Background: an optimization exercise with open tools, aiming at small area and a short achievable clock period. Do not read the settings as production practice.
At most, simulation tests tie the RTL to the original design; equivalence was not proved.
No activity file was given, so power comes from the tool's default toggle rates.

==> flow/design.v (excerpt) <==
module vga_controller(
    input clk_148MHz,
    input reset,
    input [11:0] sw,
    input btnU,
    input btnD,
    input btnR,
    input btnL,
    output hsync,
    output vsync,
    output video_on,
    output reg [11:0] h_count_reg,
    output [11:0] v_count_reg,
    output [3:0] vgaRed,
    output [3:0] vgaGreen,
    output [3:0] vgaBlue
);
Size: ~1100 cells after synthesis, about 68 flip-flops, roughly 57 I/O pins.
==> flow/config.mk <==
export PLATFORM = sky130hd
export DESIGN_NAME = vga_controller
export DESIGN_NICKNAME = vga_controller
export VERILOG_FILES = /design/flow/design.v
export SDC_FILE = /design/flow/constraint.sdc
export NUM_CORES = 4
export LEC_CHECK = 0
export ABC_AREA = 1
export CAP_MARGIN = 20
export CORE_MARGIN = 2
export CORE_UTILIZATION = 75
export SLEW_MARGIN = 20
==> flow/constraint.sdc <==
create_clock -name core_clock -period 10.0 [get_ports {clk_148MHz}]
set_input_delay 2.0000 -clock core_clock [delete_from_list [all_inputs] [get_ports {clk_148MHz}]]
set_output_delay 2.0000 -clock core_clock [all_outputs]
set_load 0.01 [all_outputs]
standard.sh (not shown) runs the stock make flow with config.mk's settings and CLKGATE_MAP_FILE= SYNTH_SCRIPT=/design/flow/synth_recipe.tcl, a recipe that flattens the netlist after the stock synthesis.
==> flow/flow/run.sh <==
#!/bin/bash
# Standard ORFS layout; smaller port buffers, a smaller clock tree without dummy loads,
# and a timing-repair margin of 6 ns (the SDC is unchanged).
bash standard.sh SETUP_SLACK_MARGIN=6 \
  "BUFFER_PORTS_ARGS=-buffer_cell sky130_fd_sc_hd__buf_2" \
  "CTS_ARGS=-sink_clustering_enable -repair_clock_nets -dont_use_dummy_load -buf_list sky130_fd_sc_hd__clkbuf_8 -sink_clustering_size 30" \
  finish > standard_run.log 2>&1
The first run completed with no timing, DRC or antenna violations.
==> next run, changes <==
- CORE_UTILIZATION: 75 -> 60
Final area stays flat.
Worst hold slack degrades by 0.0068 ns.
Global-route usage shrinks by 7.3 points.
Clock power shrinks by about 3%.
First-iteration DRC count shrinks by 27%.
Non-clock buffer count shrinks by 4.
Total power shrinks by 0.77%.
Synthesized cell count stays the same.
==> next run, changes <==
--- a/flow/flow/run.sh
+++ b/flow/flow/run.sh
@@ -3,2 +3,2 @@
-# and a timing-repair margin of 6 ns (the SDC is unchanged).
-bash standard.sh SETUP_SLACK_MARGIN=6 \
+# and a timing-repair margin of 7 ns (the SDC is unchanged).
+bash standard.sh SETUP_SLACK_MARGIN=7 \
- ABC_AREA: 1 -> unset
Result:
- The changed run finished clean
- worst setup slack got worse by 0.30 ns
- combinational power went down by 6.8%
- global-route usage went up by 3.6 points
- synthesized area came out lower by 5.3%
- hold slack improves by 0.031 ns
- total power goes down by 3.0%
- critical path depth rises by 12
- register-to-register slack gets worse by 0.51 ns
- via count is lower by 3.2%
- final cell count falls by 16%

---

vga_controller, a different RTL version from the one above (not shown whole).
For scale: roughly 820 cells after synthesis, about 62 flip-flops, ~57 I/O pins, roughly 0.0066 mm^2 of cells after synthesis.
==> flow/config.mk <==
export PLATFORM = sky130hd
export DESIGN_NAME = vga_controller
export DESIGN_NICKNAME = vga_controller
export VERILOG_FILES = /design/flow/design.v
export SDC_FILE = /design/flow/constraint.sdc
export NUM_CORES = 4
export LEC_CHECK = 0
export CAP_MARGIN = 20
export CORE_MARGIN = 2
export CORE_UTILIZATION = 40
export SLEW_MARGIN = 20
==> flow/constraint.sdc <==
create_clock -name core_clock -period 10.0 [get_ports {clk_148MHz}]
set_input_delay 2.0000 -clock core_clock [delete_from_list [all_inputs] [get_ports {clk_148MHz}]]
set_output_delay 2.0000 -clock core_clock [all_outputs]
set_load 0.01 [all_outputs]
run.sh (not shown) runs the stock make flow with config.mk's settings and CLKGATE_MAP_FILE= SYNTH_SCRIPT=/design/flow/synth_recipe.tcl, a recipe that flattens the netlist after the stock synthesis.
Stock flow here: none of the scripts above is used.
The starting point went through all stages and came out clean.
Next try:
Settings changed: ABC_CLOCK_PERIOD_IN_PS from default to 2500, CORE_UTILIZATION 40 to 60, CTS_BUF_LIST from default to sky130_fd_sc_hd__clkbuf_4 sky130_fd_sc_hd__clkbuf_8, CTS_CLUSTER_SIZE from default to 40.
=>
- The changed run went through all stages and came out clean
- clock power drops by 21%
- design area drops by about 2.6%
- non-clock buffer count drops by 2
- wire length climbs by 1.2%
- sequential share of layout area climbs by 0.55 points
- global-route usage climbs by 11 points
- sequential power is about the same
- die area drops by about 32%
- worst setup slack degrades by 0.28 ns
Next try:
Settings changed: CTS_BUF_LIST sky130_fd_sc_hd__clkbuf_4 sky130_fd_sc_hd__clkbuf_8 to default, CTS_CLUSTER_SIZE 40 to default, SETUP_SLACK_MARGIN from default to 5.
The changed run ran to the end with no violations.
Area after synthesis is unchanged.
Flip-flop and latch count is unchanged.
Clock skew drops by 0.011 ns.
Cell area went up by about 9%.
Via count grows by about 4%.
Count of clock-buffer cells in the layout stays the same.
Non-clock buffer count climbs by 33.
Sequential power falls by about 1%.
Combinational power rises by about 20%.
Function was not checked in any run of this note: the RTL went through the layout flow alone.

---

## run A
Another version of the RTL of vga_controller (not shown whole).
Size in the first run: ~820 cells after synthesis, about 71 flip-flops.
## vga_controller
module vga_controller(clk_148MHz, reset, sw, btnU, btnD, btnR, btnL, hsync, vsync, video_on, h_count_reg, v_count_reg, vgaRed, vgaGreen, vgaBlue);
==> flow/config.mk <==
export PLATFORM = sky130hd
export DESIGN_NAME = vga_controller
export DESIGN_NICKNAME = vga_controller
export VERILOG_FILES = /design/flow/design.v
export SDC_FILE = /design/flow/constraint.sdc
export NUM_CORES = 4
export LEC_CHECK = 0
export ABC_AREA = 1
export CAP_MARGIN = 0
export CORE_MARGIN = 2
export CORE_UTILIZATION = 60
export SLEW_MARGIN = 0
==> flow/constraint.sdc <==
create_clock -name core_clock -period 10.0 [get_ports {clk_148MHz}]
set_input_delay 2.0000 -clock core_clock [delete_from_list [all_inputs] [get_ports {clk_148MHz}]]
set_output_delay 2.0000 -clock core_clock [all_outputs]
set_load 0.01 [all_outputs]
standard.sh (not shown) runs the stock make flow with config.mk's settings and CLKGATE_MAP_FILE= SYNTH_SCRIPT=/design/flow/synth_recipe.tcl, a recipe that flattens the netlist after the stock synthesis.
==> flow/flow/run.sh <==
#!/bin/bash
# Standard ORFS layout; smallest port buffers, a smaller clock tree without
# dummy loads, and a timing-repair margin of 6 ns (the SDC is unchanged).
bash standard.sh SETUP_SLACK_MARGIN=6 \
  "BUFFER_PORTS_ARGS=-buffer_cell sky130_fd_sc_hd__buf_1" \
  "CTS_ARGS=-sink_clustering_enable -repair_clock_nets -dont_use_dummy_load -buf_list sky130_fd_sc_hd__clkbuf_8 -sink_clustering_size 30" \
  finish > standard_run.log 2>&1
Input changes introduced in run B (baseline for comparison: run A):
- SLEW_MARGIN: 0 -> 20
- CAP_MARGIN: 0 -> 20
==> flow/flow/run.sh <==
#!/bin/bash
# Standard ORFS layout; smaller port buffers, a smaller clock tree without dummy loads,
# and a timing-repair margin of 6.5 ns (the SDC is unchanged).
bash standard.sh SETUP_SLACK_MARGIN=6.5 \
  "BUFFER_PORTS_ARGS=-buffer_cell sky130_fd_sc_hd__buf_2" \
  "CTS_ARGS=-sink_clustering_enable -repair_clock_nets -dont_use_dummy_load -buf_list sky130_fd_sc_hd__clkbuf_8 -sink_clustering_size 30" \
  finish > standard_run.log 2>&1
==> comparison <==
Compared to run A, run B has non-clock buffer count about 70% higher.
Summary of run B over run A: first-pass iteration count of the detailed router moved up; final HPWL from detailed placement moved up; share of cell area taken by multi-input logic gates moved down; global routing usage on met1 moved up; slack of the critical path moved up.
In the tables for run B and run A, hold slack reads higher with run B.
Run B vs run A: fraction of power consumed by combinational cells up in run B
diff inputs: run B => run C
- PLACE_DENSITY newly set to 0.65
==> flow/flow/run.sh <==
#!/bin/bash
# Standard ORFS layout; smallest port buffers, a smaller clock tree without
# dummy loads, and a timing-repair margin of 6 ns (the SDC is unchanged).
bash standard.sh SETUP_SLACK_MARGIN=6 \
  "BUFFER_PORTS_ARGS=-buffer_cell sky130_fd_sc_hd__buf_1" \
  "CTS_ARGS=-sink_clustering_enable -repair_clock_nets -dont_use_dummy_load -buf_list sky130_fd_sc_hd__clkbuf_8 -sink_clustering_size 30" \
  finish > standard_run.log 2>&1
Results
- A critical-path cell with the highest stage delay of xor2_2 is what run C shows, while dfrtp_2 belongs to run B.
- Run B → run C: number of stages on the worst hold path shows an increase of 1; setup slack shows a reduction of 0.085 ns; maximum root-to-sink buffer count shows no meaningful change.
- Register-to-register slack in run C vs run B: down 0.02 ns
- Compared with run B, in run C clock sink total has remained practically unchanged, final standard cell area without fillers dropped 750 um^2, wire length of the first global-routing pass shows a reduction of about 6%.
- Combinational share of power: run C < run B
- When the final numbers for run C and run B were put side by side, the global-route met3 utilization turned out to be greater in run B.
- Status: boundary pin count parity (run B, run C)

---

Another version of the RTL of vga_controller (not shown whole).
Size: about 720 cells after synthesis, ~57 I/O pins, roughly 5200 um2 of cells after synthesis.
==> flow/config.mk <==
export PLATFORM = sky130hd
export DESIGN_NAME = vga_controller
export DESIGN_NICKNAME = vga_controller
export VERILOG_FILES = /design/flow/design.v
export SDC_FILE = /design/flow/constraint.sdc
export NUM_CORES = 4
export LEC_CHECK = 0
export ABC_AREA = 1
export CAP_MARGIN = 20
export CORE_MARGIN = 2
export CORE_UTILIZATION = 60
export SLEW_MARGIN = 20
==> flow/constraint.sdc <==
create_clock -name core_clock -period 10.0 [get_ports {clk_148MHz}]
set_input_delay 2.0000 -clock core_clock [delete_from_list [all_inputs] [get_ports {clk_148MHz}]]
set_output_delay 2.0000 -clock core_clock [all_outputs]
set_load 0.01 [all_outputs]
==> flow/flow/run.sh <==
#!/bin/bash
# Standard ORFS layout; smaller port buffers, a smaller clock tree without dummy loads,
# and a timing-repair margin of 5 ns (the SDC is unchanged).
bash standard.sh SETUP_SLACK_MARGIN=5 \
  "BUFFER_PORTS_ARGS=-buffer_cell sky130_fd_sc_hd__buf_2" \
  "CTS_ARGS=-sink_clustering_enable -repair_clock_nets -dont_use_dummy_load -buf_list sky130_fd_sc_hd__clkbuf_8 -sink_clustering_size 30" \
  finish > standard_run.log 2>&1
The first run completed without violations.
Edit:
--- a/flow/flow/run.sh
+++ b/flow/flow/run.sh
@@ -3,2 +3,2 @@
-# and a timing-repair margin of 5 ns (the SDC is unchanged).
-bash standard.sh SETUP_SLACK_MARGIN=5 \
+# and a timing-repair margin of 0 ns (the SDC is unchanged).
+bash standard.sh SETUP_SLACK_MARGIN=0 \
What happened: Via count goes down by 1.7%; total power fell by 3.1%; setup slack degrades by 940 ps; sequential share of layout area climbs by 1.7 points; routed wire length grows by 0.88%; core utilization fell by 4.5 points; clock skew hardly moves; global-route usage is higher by 1.1 points.
Edit:
--- a/flow/flow/run.sh
+++ b/flow/flow/run.sh
@@ -3,2 +3,2 @@
-# and a timing-repair margin of 0 ns (the SDC is unchanged).
-bash standard.sh SETUP_SLACK_MARGIN=0 \
+# and a timing-repair margin of 3 ns (the SDC is unchanged).
+bash standard.sh SETUP_SLACK_MARGIN=3 \
What happened: Clock skew stays flat. Critical path depth decreases by 2. Sequential power stays flat.
Function was not checked in any run of this note: the RTL went through the layout flow alone.

---

## north
vga_controller with an RTL version that a note above also has.
For scale: ~820 cells after synthesis, about 57 I/O pins, ~6000 um^2 of cells after synthesis.
## vga_controller
module vga_controller(clk_148MHz, reset, sw, btnU, btnD, btnR, btnL, hsync, vsync, video_on, h_count_reg, v_count_reg, vgaRed, vgaGreen, vgaBlue);
Settings: LEC_CHECK=0, ABC_AREA=1, CAP_MARGIN=20, CORE_MARGIN=2, CORE_UTILIZATION=60, GPL_TIMING_DRIVEN=0, SLEW_MARGIN=20; clock period 10.0 ns.
==> flow/flow/run.sh <==
#!/bin/bash
# Standard ORFS layout; smallest port buffers, a smaller clock tree without
# dummy loads, and a timing-repair margin of 6 ns (the SDC is unchanged).
bash standard.sh SETUP_SLACK_MARGIN=6 \
  "BUFFER_PORTS_ARGS=-buffer_cell sky130_fd_sc_hd__buf_1" \
  "CTS_ARGS=-sink_clustering_enable -repair_clock_nets -dont_use_dummy_load -buf_list sky130_fd_sc_hd__clkbuf_8 -sink_clustering_size 30" \
  finish > standard_run.log 2>&1
north | stages: all done | timing, DRC, antenna: all pass
## Diff of input files: south against north
--- a/flow/config.mk
+++ b/flow/config.mk
@@ -9,5 +9,4 @@
 export CAP_MARGIN = 20
 export CORE_MARGIN = 2
-export CORE_UTILIZATION = 60
-export GPL_TIMING_DRIVEN = 0
+export CORE_UTILIZATION = 70
 export SLEW_MARGIN = 20
Findings:
Compared with north, south shows a share of total power in combinational logic that is 2.8 points lower.
north and south all finish clean.
Of south and north, it is south that has the higher ratio of final minimum period to clock period.
south vs north: global-route track usage on met3 up
south vs north: power density over the cells up by a few percent
There was hardly any difference in switching power summed over all nets between north and south.
south vs north, detailed-route wire length on metal 1 went down by about 6%.
Comparing south with north, the fraction of area in clock buffers and inverters came out essentially unchanged.
[compare] base=north new=south: register-to-register slack went down 0.06 ns; final cell area excluding filler cells now smaller.
Input changes introduced in east (baseline for comparison: south):
--- a/flow/config.mk
+++ b/flow/config.mk
@@ -6,7 +6,6 @@
 export NUM_CORES = 4
 export LEC_CHECK = 0
-export ABC_AREA = 1
 export CAP_MARGIN = 20
 export CORE_MARGIN = 2
-export CORE_UTILIZATION = 70
+export CORE_UTILIZATION = 60
 export SLEW_MARGIN = 20
Findings:
- Area used by sequential logic in the layout for east: 0.56% up relative to south
- In the flow results for south and east, the first-pass GRT wire length is smaller on south.
- Final number of setup-violating endpoints came out exactly the same in south and east.
- Diff east..south | setup slack on the worst flop-to-flop path | negligible
- Looking at final total power, east sits about 24% below south.
#### Input delta (west over east)
--- a/flow/config.mk
+++ b/flow/config.mk
@@ -6,4 +6,5 @@
 export NUM_CORES = 4
 export LEC_CHECK = 0
+export ABC_AREA = 1
 export CAP_MARGIN = 20
 export CORE_MARGIN = 2
### Flow results
- Looking at final total power, west sits 31% above east.
- Between west and east, total buffers and inverters traversed by the critical path is lower for east, west comes in above that.
- west gives less buffer count excluding the clock tree in the final layout than east did.
- The number of buffers added for setup after CTS number comes out higher for east vs west.
- Relative to east, clock period minus final worst setup slack decreased by 0.094 ns in west.
- HPWL reported at the end of detailed placement went up by a few percent going from east to west.
Inputs modified between west and middle:
==> flow/flow/run.sh <==
#!/bin/bash
# Standard ORFS layout; smaller port buffers, a smaller clock tree without dummy loads,
# and a timing-repair margin of 6 ns (the SDC is unchanged).
bash standard.sh SETUP_SLACK_MARGIN=6 \
  "BUFFER_PORTS_ARGS=-buffer_cell sky130_fd_sc_hd__buf_2" \
  "CTS_ARGS=-sink_clustering_enable -repair_clock_nets -dont_use_dummy_load -buf_list sky130_fd_sc_hd__clkbuf_8 -sink_clustering_size 30" \
  finish > standard_run.log 2>&1
==> summary.txt <==
- middle did not stop at any stage, and its layout met the timing, design-rule and antenna checks.
- Side by side, post-layout minimum cycle time turned out lower in middle than in west.
- Final area: middle higher than west
- Taking west as the reference, in middle share of power burned in combinational logic grew by 0.5 points; all-layer global routing usage did not really move; final period utilization held; wire length of the first global-routing pass essentially unchanged.
- Taking west as the reference point, the placed standard-cell area of middle rises by about 0.9%.
- Relative to west, synthesis-to-layout area growth increased by 1.9 points in middle.
- On detailed-placement wirelength estimate: between west and middle, it ends up lower for west.

---

vga_controller with an RTL version that a note above also has.
Size: roughly 840 cells after synthesis, roughly 68 flip-flops, about 57 I/O pins, roughly 6600 sq um of cells after synthesis.
export LEC_CHECK = 0
export CAP_MARGIN = 20
export CORE_MARGIN = 2
export CORE_UTILIZATION = 60
export SLEW_MARGIN = 20
create_clock -name core_clock -period 10.0 [get_ports {clk_148MHz}]
==> flow/flow/run.sh <==
#!/bin/bash
# Standard ORFS layout; smaller port buffers, a smaller clock tree without dummy loads,
# and a timing-repair margin of 5 ns (the SDC is unchanged).
bash standard.sh SETUP_SLACK_MARGIN=5 \
  "BUFFER_PORTS_ARGS=-buffer_cell sky130_fd_sc_hd__buf_2" \
  "CTS_ARGS=-sink_clustering_enable -repair_clock_nets -dont_use_dummy_load -buf_list sky130_fd_sc_hd__clkbuf_8 -sink_clustering_size 30" \
  finish > standard_run.log 2>&1
Next try:
--- a/flow/flow/run.sh
+++ b/flow/flow/run.sh
@@ -3,2 +3,2 @@
-# and a timing-repair margin of 5 ns (the SDC is unchanged).
-bash standard.sh SETUP_SLACK_MARGIN=5 \
+# and a timing-repair margin of 7 ns (the SDC is unchanged).
+bash standard.sh SETUP_SLACK_MARGIN=7 \
Settings changed: ABC_AREA from default to 1.
=> Worst hold slack hardly moves. Routed wire length is higher by a quarter to a third. Clock skew is higher by 0.0058 ns. Clock-buffer cell count does not change. Sequential power hardly moves. Die area is higher by a few percent.
Next try:
--- a/flow/flow/run.sh
+++ b/flow/flow/run.sh
@@ -3,2 +3,2 @@
-# and a timing-repair margin of 7 ns (the SDC is unchanged).
-bash standard.sh SETUP_SLACK_MARGIN=7 \
+# and a timing-repair margin of 6 ns (the SDC is unchanged).
+bash standard.sh SETUP_SLACK_MARGIN=6 \
Settings changed: CORE_UTILIZATION 60 to 85, PLACE_DENSITY from default to 0.9.
This time the run did not get past 3_1_place_gp_skip_io, error GPL-0301.
Synthesized cell count stays the same.
Area after synthesis is unchanged.
Next try:
--- a/flow/flow/run.sh
+++ b/flow/flow/run.sh
@@ -6 +6 @@
-  "CTS_ARGS=-sink_clustering_enable -repair_clock_nets -dont_use_dummy_load -buf_list sky130_fd_sc_hd__clkbuf_8 -sink_clustering_size 30" \
+  "CTS_ARGS=-sink_clustering_enable -repair_clock_nets -dont_use_dummy_load -buf_list sky130_fd_sc_hd__clkbuf_16 -sink_clustering_size 100 -sink_clustering_max_diameter 500" \
Settings changed: CORE_UTILIZATION 85 to 60, PLACE_DENSITY 0.9 to default.
With this change the flow went through all stages and came out clean.
Synthesized area stays the same.
Synthesized cell count is unchanged.

==> afterwards: timing with drivers on the ports <==
In the flow no input, the clock included, has a driving cell. The finished layouts below were timed again as built, in two steps.
Step 1: set_driving_cell puts a clkbuf_16 on clk_148MHz and a buf_2 on each other input, an assumption about the parent block.
Step 2 adds t to the input delays and takes it off the output delays; t is the mean of the earliest and latest rising clock arrival at the registers after step 1. Input paths then give back, and output paths get back, about the clock's delay inside the block.
a / b / c = ideal / step 1 / step 2; a / b = the first two.
run	t, ns	setup WS [ns]	worst register clock-pin slew, ns
the first run of note 1	0.389	6.130 / 6.094 / 5.748	0.09 / 0.09
the second run of note 1	0.404	6.168 / 6.132 / 5.794	0.08 / 0.08
the third run of note 1	0.391	5.870 / 5.870 / 5.513	0.09 / 0.09
the first run of note 2	0.374	2.047 / 2.047 / 2.047	0.06 / 0.06
the second run of note 2	0.399	1.769 / 1.769 / 1.769	0.09 / 0.09
the third run of note 2	0.397	3.841 / 3.841 / 3.841	0.08 / 0.08
run A	0.378	6.187 / 6.184 / 5.806	0.08 / 0.08
run B	0.374	6.272 / 6.272 / 5.959	0.08 / 0.08
run C	0.378	6.187 / 6.184 / 5.806	0.08 / 0.08
the first run of note 4	0.356	4.074 / 4.074 / 4.074	0.07 / 0.07
the second run of note 4	0.369	3.134 / 3.134 / 3.134	0.07 / 0.07
the third run of note 4	0.367	3.498 / 3.498 / 3.498	0.07 / 0.07
north	0.380	6.177 / 6.185 / 5.805	0.08 / 0.08
south	0.368	6.130 / 6.129 / 5.760	0.09 / 0.09
east	0.381	6.093 / 6.099 / 5.718	0.08 / 0.08
west	0.378	6.187 / 6.184 / 5.806	0.08 / 0.08
middle	0.378	6.200 / 6.193 / 5.815	0.07 / 0.07
the first run of note 6	0.396	5.245 / 5.245 / 5.245	0.08 / 0.08
the second run of note 6	0.398	6.352 / 6.313 / 6.196	0.09 / 0.09
the fourth run of note 6	0.385	6.155 / 6.112 / 5.784	0.06 / 0.06
After both steps setup and hold are still met in every run listed. For middle, which loses most, drivers alone change the setup slack by -0.007 ns; drivers and shift together by -0.385 ns.
